What follows belongs to an exercise in optimizing a design on an open flow for small area; a production flow would make more cautious choices.
Only simulation tests tie the RTL to the original design; equivalence was not proved.

==> inputs of run A <==
## hdcp_cipher
module hdcp_cipher(
		   input wire    clk,
		   input         reset,
		   input [55:0]  Km,               
		   input [63:0]  An,               
		   input         hdcpBlockCipher_init,  
		   input         authentication,   
		   input         hdcpRekeyCipher,  
		   input         hdcpStreamCipher, 
		   output [23:0] pr_data,          
		   output reg    stream_ready      
		   );
Settings: LEC_CHECK=0, CAP_MARGIN=20, CORE_MARGIN=2, CORE_UTILIZATION=40, CTS_BUF_LIST=sky130_fd_sc_hd__clkbuf_8, SLEW_MARGIN=20; clock period 4.0 ns.
standard.sh (not shown) runs the stock make flow with config.mk's settings and CLKGATE_MAP_FILE= SYNTH_SCRIPT=/design/flow/synth_recipe.tcl, a recipe that flattens the netlist after the stock synthesis.
==> flow/flow/run.sh <==
#!/bin/bash
cp standard.sh standard_sh_copy.txt
export BUFFER_PORTS_ARGS="-buffer_cell sky130_fd_sc_hd__buf_1"
bash standard.sh > standard.log 2>&1
==> run M: changes against run A <==
--- a/flow/design.v
+++ b/flow/design.v
@@ -85,19 +85,19 @@
 			 .init_iv(init_iv),
 			 .dout(sh_dout[3])
 			 );
    assign onebit = sh_dout[3] ^ lfsr0[12] ^ lfsr1[13] ^ lfsr2[15] ^ lfsr3[16];
 endmodule  
 module hdcp_block (
 		   input wire clk,
-		   input wire load,          
-		   input wire load56,        
-		   input wire [63:0] bsrc,
-		   input wire [55:0] ksrc,
-		   output wire [55:0] Bo,    
+		   input wire loadB,         
+		   input wire loadK,         
+		   input wire catchup,       
+		   input wire [63:0] src,
+		   output wire [55:0] Bcur,  
 		   output wire [55:0] Kcur,  
 		   input wire rekey,
 		   input wire lfsr_in,
 		   output wire [23:0] ostream,
 		   input wire advance
 		   );
    reg [27:0] 		      Bx;
@@ -141,41 +141,40 @@
    wire [3:0] 		      SB0;
    wire [3:0] 		      SB1;
    wire [3:0] 		      SB2;
    wire [3:0] 		      SB3;
    wire [3:0] 		      SB4;
    wire [3:0] 		      SB5;
    wire [3:0] 		      SB6;
-   assign Bo = {o_By[27:0],o_Bx[27:0]};
+   assign Bcur = {By[27:0],Bx[27:0]};
    assign Kcur = {Ky[27:0],Kx[27:0]};
    assign ostream = ostream_r;
+   wire step = advance & st;
    always @(posedge clk) begin
-      if( load ) begin
-	 Bz <= {19'b0,1'b0,bsrc[63:56]};  
-	 By <= bsrc[55:28];
-	 Bx <= bsrc[27:0];
-	 if( load56 ) begin
-	    Kz <= 28'b0;
-	    Ky <= ksrc[55:28];
-	    Kx <= ksrc[27:0];
-	 end else begin
-	    Kz <= o_Bz;
-	    Ky <= o_By;
-	    Kx <= o_Bx;
-	 end
-	 st <= 1'b0;
-      end else if( advance ) begin
-	 if( st ) begin
-	    Bx <= o_Bx;
-	    By <= o_By;
-	    Bz <= o_Bz;
-	    Kx <= o_Kx;
-	    Ky <= o_Ky;
-	    Kz <= o_Kz;
-	 end
+      if( loadB ) begin
+	 Bz <= {19'b0,1'b0,src[63:56]};  
+	 By <= src[55:28];
+	 Bx <= src[27:0];
+      end else if( step | catchup ) begin
+	 Bx <= o_Bx;
+	 By <= o_By;
+	 Bz <= o_Bz;
+      end
+      if( loadK ) begin
+	 Kz <= Bz;
+	 Ky <= By;
+	 Kx <= Bx;
+      end else if( step ) begin
+	 Kx <= o_Kx;
+	 Ky <= o_Ky;
+	 Kz <= o_Kz;
+      end
+      if( loadK )
+	st <= 1'b0;
+      else if( advance ) begin
 	 st <= 1'b1;
 	 rk_d <= rekey;
 	 lf_d <= lfsr_in;
       end
    end
    diff_network bround1 ( .o({o_Bx[24],o_Bx[20],o_Bx[16],o_Bx[12],o_Bx[8],o_Bx[4],o_Bx[0]}),
 			  .k({Ky[6],Ky[5],Ky[4],Ky[3],Ky[2],Ky[1],Ky[0]}),
@@ -390,15 +389,15 @@
 		   input         hdcpRekeyCipher,  
 		   input         hdcpStreamCipher, 
 		   output [23:0] pr_data,          
 		   output reg    stream_ready      
 		   );
    wire 			 lfsr_out;
    wire [23:0] 			 ostream;
-   wire [55:0] 			 Bo;
+   wire [55:0] 			 Bcur;
    wire [55:0] 			 Kcur;
    reg 				 run;        
    reg 				 is_init;    
    reg [6:0] 			 cnt;
    reg 				 adv_s;      
    reg 				 auth_mode;
    reg [55:0] 			 Ks;
@@ -409,17 +408,18 @@
    wire start_rekey = hdcpRekeyCipher & ~hdcpBlockCipher_init & stream_ready & ~run;
    wire start = start_init | start_rekey;
    wire k_ge56 = cnt[6] | (cnt[5] & cnt[4] & cnt[3]);
    wire win_init = (cnt >= 7'd3) & (cnt <= 7'd50);
    wire win_rekey = k_ge56 & (cnt <= 7'd111);
    wire advance = adv_s | (run & (win_init | win_rekey));
    wire rekey = run & k_ge56;
-   wire load = run & ((cnt == 7'd2) | (cnt == 7'd53));
-   wire load56 = ~cnt[5];
-   wire ks_we = run & auth_mode & (cnt == 7'd51);
+   wire k1 = run & (cnt == 7'd1);
+   wire loadK = run & ((cnt == 7'd2) | (cnt == 7'd53));
+   wire catchup = run & (cnt == 7'd52);
+   wire ks_we = run & auth_mode & (cnt == 7'd53);
    wire load_lfsr = run & (cnt == 7'd54);
    wire mi_sh = run & is_init & (cnt >= 7'd109) & (cnt <= 7'd112);
    wire fin = run & (is_init ? (cnt == 7'd113) : (cnt == 7'd111));
    wire ready_nx = run ? fin : (stream_ready & ~start_rekey);
    always @(posedge clk or posedge reset) begin
       if( reset ) begin
 	 run <= 1'b0;
@@ -445,29 +445,30 @@
 	 cnt <= start_init ? 7'd1 : 7'd56;
 	 is_init <= start_init;
       end else
 	cnt <= cnt + 7'd1;
       if( start_init )
 	auth_mode <= authentication;
       if( ks_we )
-	Ks <= Bo;
+	Ks <= Bcur;
       if( mi_sh )
 	Mi <= {Mi[47:0], ostream[15:0]};
    end
    hdcp_lfsr  lfsr( .clk(clk),
 		    .iv(Kcur),
 		    .init_iv(load_lfsr),
 		    .advance(advance),
 		    .onebit(lfsr_out));
    hdcp_block block( .clk(clk),
-		     .load(load),
-		     .load56(load56),
-		     .bsrc(auth_mode ? An : (Mi & {64{mi_v}})),
-		     .ksrc(auth_mode ? Km : (Ks & {56{ks_v}})),
-		     .Bo(Bo),
+		     .loadB(k1 | loadK),
+		     .loadK(loadK),
+		     .catchup(catchup),
+		     .src(k1 ? {8'b0, auth_mode ? Km : (Ks & {56{ks_v}})}
+			     : (auth_mode ? An : (Mi & {64{mi_v}}))),
+		     .Bcur(Bcur),
 		     .Kcur(Kcur),
 		     .rekey(rekey),
 		     .lfsr_in(lfsr_out),
 		     .ostream(ostream),
 		     .advance(advance));
    assign pr_data = ostream;
 endmodule  
==> flow/flow/run.sh (replaced) <==
#!/bin/bash
# The standard synthesis, then an area-oriented re-mapping of the
# combinational logic (the flip-flops are kept as they are, with their
# names and cell types; a few ABC scripts are tried and the smallest
# netlist is kept), then the standard layout with plain buf_1 cells
# as the port buffers.
set -euo pipefail
W=$PWD
RES=$W/orfs/results/sky130hd/hdcp_cipher/base
LIB=$FLOW_HOME/platforms/sky130hd/lib/sky130_fd_sc_hd__tt_025C_1v80.lib

# 1. standard synthesis (up to the Yosys netlist)
bash standard.sh $RES/1_2_yosys.v > synth_standard.log 2>&1
cp $RES/1_2_yosys.v $W/netlist_standard.v

# 2. re-map the combinational logic for area
grep -oE "^\s*sky130_fd_sc_hd__\w+" $W/netlist_standard.v | tr -d ' ' | sort -u > $W/cells_used.txt
python3 $W/flow/mkcells.py $LIB $W/cells_used.txt > $W/cell_models.v
printf 'set_driving_cell sky130_fd_sc_hd__buf_1\nset_load 5\n' > $W/abc.constr
for i in 1 2 3 4; do
  sed -e "s#@LIB@#$LIB#g" -e "s#@W@#$W#g" -e "s#@ABC@#$W/flow/resyn$i.abc#" \
      -e "s#@OUT@#$W/netlist_resyn$i.v#" $W/flow/resyn.ys > $W/resyn$i.ys
  yosys -s $W/resyn$i.ys > $W/resyn$i.log 2>&1 &
done
wait || true
best=""; bestarea=""
for i in 1 2 3 4; do
  if [[ -f $W/netlist_resyn$i.v ]]; then
    a=$(grep "Chip area" $W/resyn$i.log | tail -1 | awk '{print $NF}')
    echo "script $i: area $a" >> $W/resyn_choice.log
    if [[ -z "$best" ]] || awk "BEGIN{exit !($a < $bestarea)}"; then best=$i; bestarea=$a; fi
  fi
done
echo "chosen: script $best ($bestarea)" >> $W/resyn_choice.log
cp $W/netlist_resyn$best.v $RES/1_2_yosys.v

# 3. the rest of the standard flow
export BUFFER_PORTS_ARGS="-buffer_cell sky130_fd_sc_hd__buf_1"
bash standard.sh > standard.log 2>&1
==> flow/flow/mkcells.py (new file) <==
# generate Verilog models: combinational cells as assigns, sequential as blackboxes
import re,sys
lib=open(sys.argv[1]).read()
used=set(open(sys.argv[2]).read().split())
out=[]
# split into cells
for m in re.finditer(r'\n\s*cell\s*\(\s*"?(\w+)"?\s*\)\s*\{', lib):
    pass
pos=[(m.group(1),m.start()) for m in re.finditer(r'\n\s*cell\s*\(\s*"?(\w+)"?\s*\)\s*\{', lib)]
for i,(name,st) in enumerate(pos):
    if name not in used: continue
    en=pos[i+1][1] if i+1<len(pos) else len(lib)
    body=lib[st:en]
    seq = ('ff (' in body) or ('ff(' in body) or ('latch' in body) or ('statetable' in body)
    pins=[]
    for pm in re.finditer(r'\n\s*pin\s*\(\s*"?(\w+)"?\s*\)\s*\{', body):
        pst=pm.end()
        # find direction and function within this pin group (until next pin( )
        nxt=re.search(r'\n\s*pin\s*\(', body[pst:])
        pb=body[pst: pst+nxt.start()] if nxt else body[pst:]
        d=re.search(r'direction\s*:\s*"?(\w+)"?',pb).group(1)
        f=re.search(r'\bfunction\s*:\s*"([^"]*)"',pb)
        pins.append((pm.group(1),d,f.group(1) if f else None))
    ports=', '.join(p[0] for p in pins)
    lines=['module %s(%s);'%(name,ports)]
    for p,d,f in pins:
        lines.append('  %s %s;'%('input' if d=='input' else 'output',p))
    if seq:
        lines[0]='(* blackbox *)\n'+lines[0]
    else:
        for p,d,f in pins:
            if d=='output':
                e=f.replace('!','~')
                e=re.sub(r'\)\s*\(',') & (',e)
                e=re.sub(r'(\w)\s+(?=[\w(~])',r'\1 & ',e)
                lines.append('  assign %s = %s;'%(p,e))
    lines.append('endmodule')
    out.append('\n'.join(lines))
print('\n'.join(out))
==> flow/flow/resyn.ys (new file) <==
read_verilog @W@/cell_models.v
read_verilog @W@/netlist_standard.v
hierarchy -top hdcp_cipher
flatten
hierarchy -top hdcp_cipher
rename -hide w:_*_.*
read_liberty -lib -ignore_redef @LIB@
techmap
opt -purge
abc -liberty @LIB@ -dont_use sky130_fd_sc_hd__probe_p_8 -dont_use sky130_fd_sc_hd__probec_p_8 -dont_use *lpflow* -constr @W@/abc.constr -script @ABC@
splitnets
opt_clean -purge
hilomap -singleton -hicell sky130_fd_sc_hd__conb_1 HI -locell sky130_fd_sc_hd__conb_1 LO
insbuf -buf sky130_fd_sc_hd__buf_4 A X
check -assert -mapped
stat -liberty @LIB@
write_verilog -noattr -nohex -nodec @OUT@
==> flow/flow/resyn1.abc (new file) <==
strash
dc2
dch -f
amap
==> flow/flow/resyn2.abc (new file) <==
&get -n
&st
&b
&dc2
&put
dch -f
amap
==> flow/flow/resyn3.abc (new file) <==
&get -n
&st
&syn2
&dc2
&put
dch -f
amap
==> flow/flow/resyn4.abc (new file) <==
&get -n
&st
&b
&syn2
&dc2
&put
dch -f
amap
CTS_CLUSTER_DIAMETER = 50   (was unset)
CTS_CLUSTER_SIZE = 14   (was unset)
==> summary.txt <==
Critical Path Stages: 5
Layout Utilization: 44.6%
Largest net degree at the start of global routing: 84
Mapped Area: 0.0231 mm²
DR iter-0 viols: 2263
Most numerous cell in the Yosys netlist: nand2_1
Signal buffers: 195
Core outline area: 0.0574 mm²
Seq area share: 42.3%
#MultiIn Comb: 1643
Xor and xnor area share after synthesis: 18.0%
Status: complete, no violations
Post-synth top area cell: edfxtp_1
Simple logic cell fraction of the synthesized area: 11.1%
Top cell by count, worst path: xnor2_1
R2R cell count: 8
Met1 usage in global routing: 39.4%
That was run A.
==> summary.txt <==
Seq area share: 46.5%
DR iter-0 viols: 2775
Most Crowded Layer GR: met2
Layout Utilization: 46.7%
Core outline area: 0.0498 mm²
Arr. time, crit path: 3.16 ns
Signal buffers: 220
RSZ-0062 raised after global routing: yes
Status: complete, no violations
Met1 usage in global routing: 46.5%
DR pass1 iterations: 6
Hold WC Path Type: in -> reg
R2R cell count: 12
IO buf count: 150
Critical Path Stages: 9
Worst path top cell family by delay: compound AO/OA/AOI/OAI gates
Max FFs per register: 64
Largest net degree at the start of global routing: 121
#MultiIn Comb: 1561
Mapped Area: 0.0200 mm²
That was run M.

## static timing again, ports no longer ideal
Ports are ideal in the flow. The routed layouts listed here were re-timed in OpenROAD.
Step 1 sets driving cells, clkbuf_16 on the clock port and buf_2 on the other inputs (assumed; they add their load-dependent delay and slew).
Step 2 adds t to the input delays and takes it off the output delays; t is the mean of the earliest and latest rising clock arrival at the registers after step 1. Input paths then give back, and output paths get back, about the clock's delay inside the block.
a / b / c = no drivers / after step 1 / after step 2; a / b = the first two.
run | t (ns) | slack for setup (ns) | worst setup path after step 2 | slew at the worst register clock pin (ns)
run A | 0.721 | 0.334 / 0.274 / 0.881 | register to register | 0.07 / 0.07
run M | 0.732 | 0.041 / -0.014 / 0.320 | register to register | 0.10 / 0.10
After both steps setup and hold are still met in every run listed.
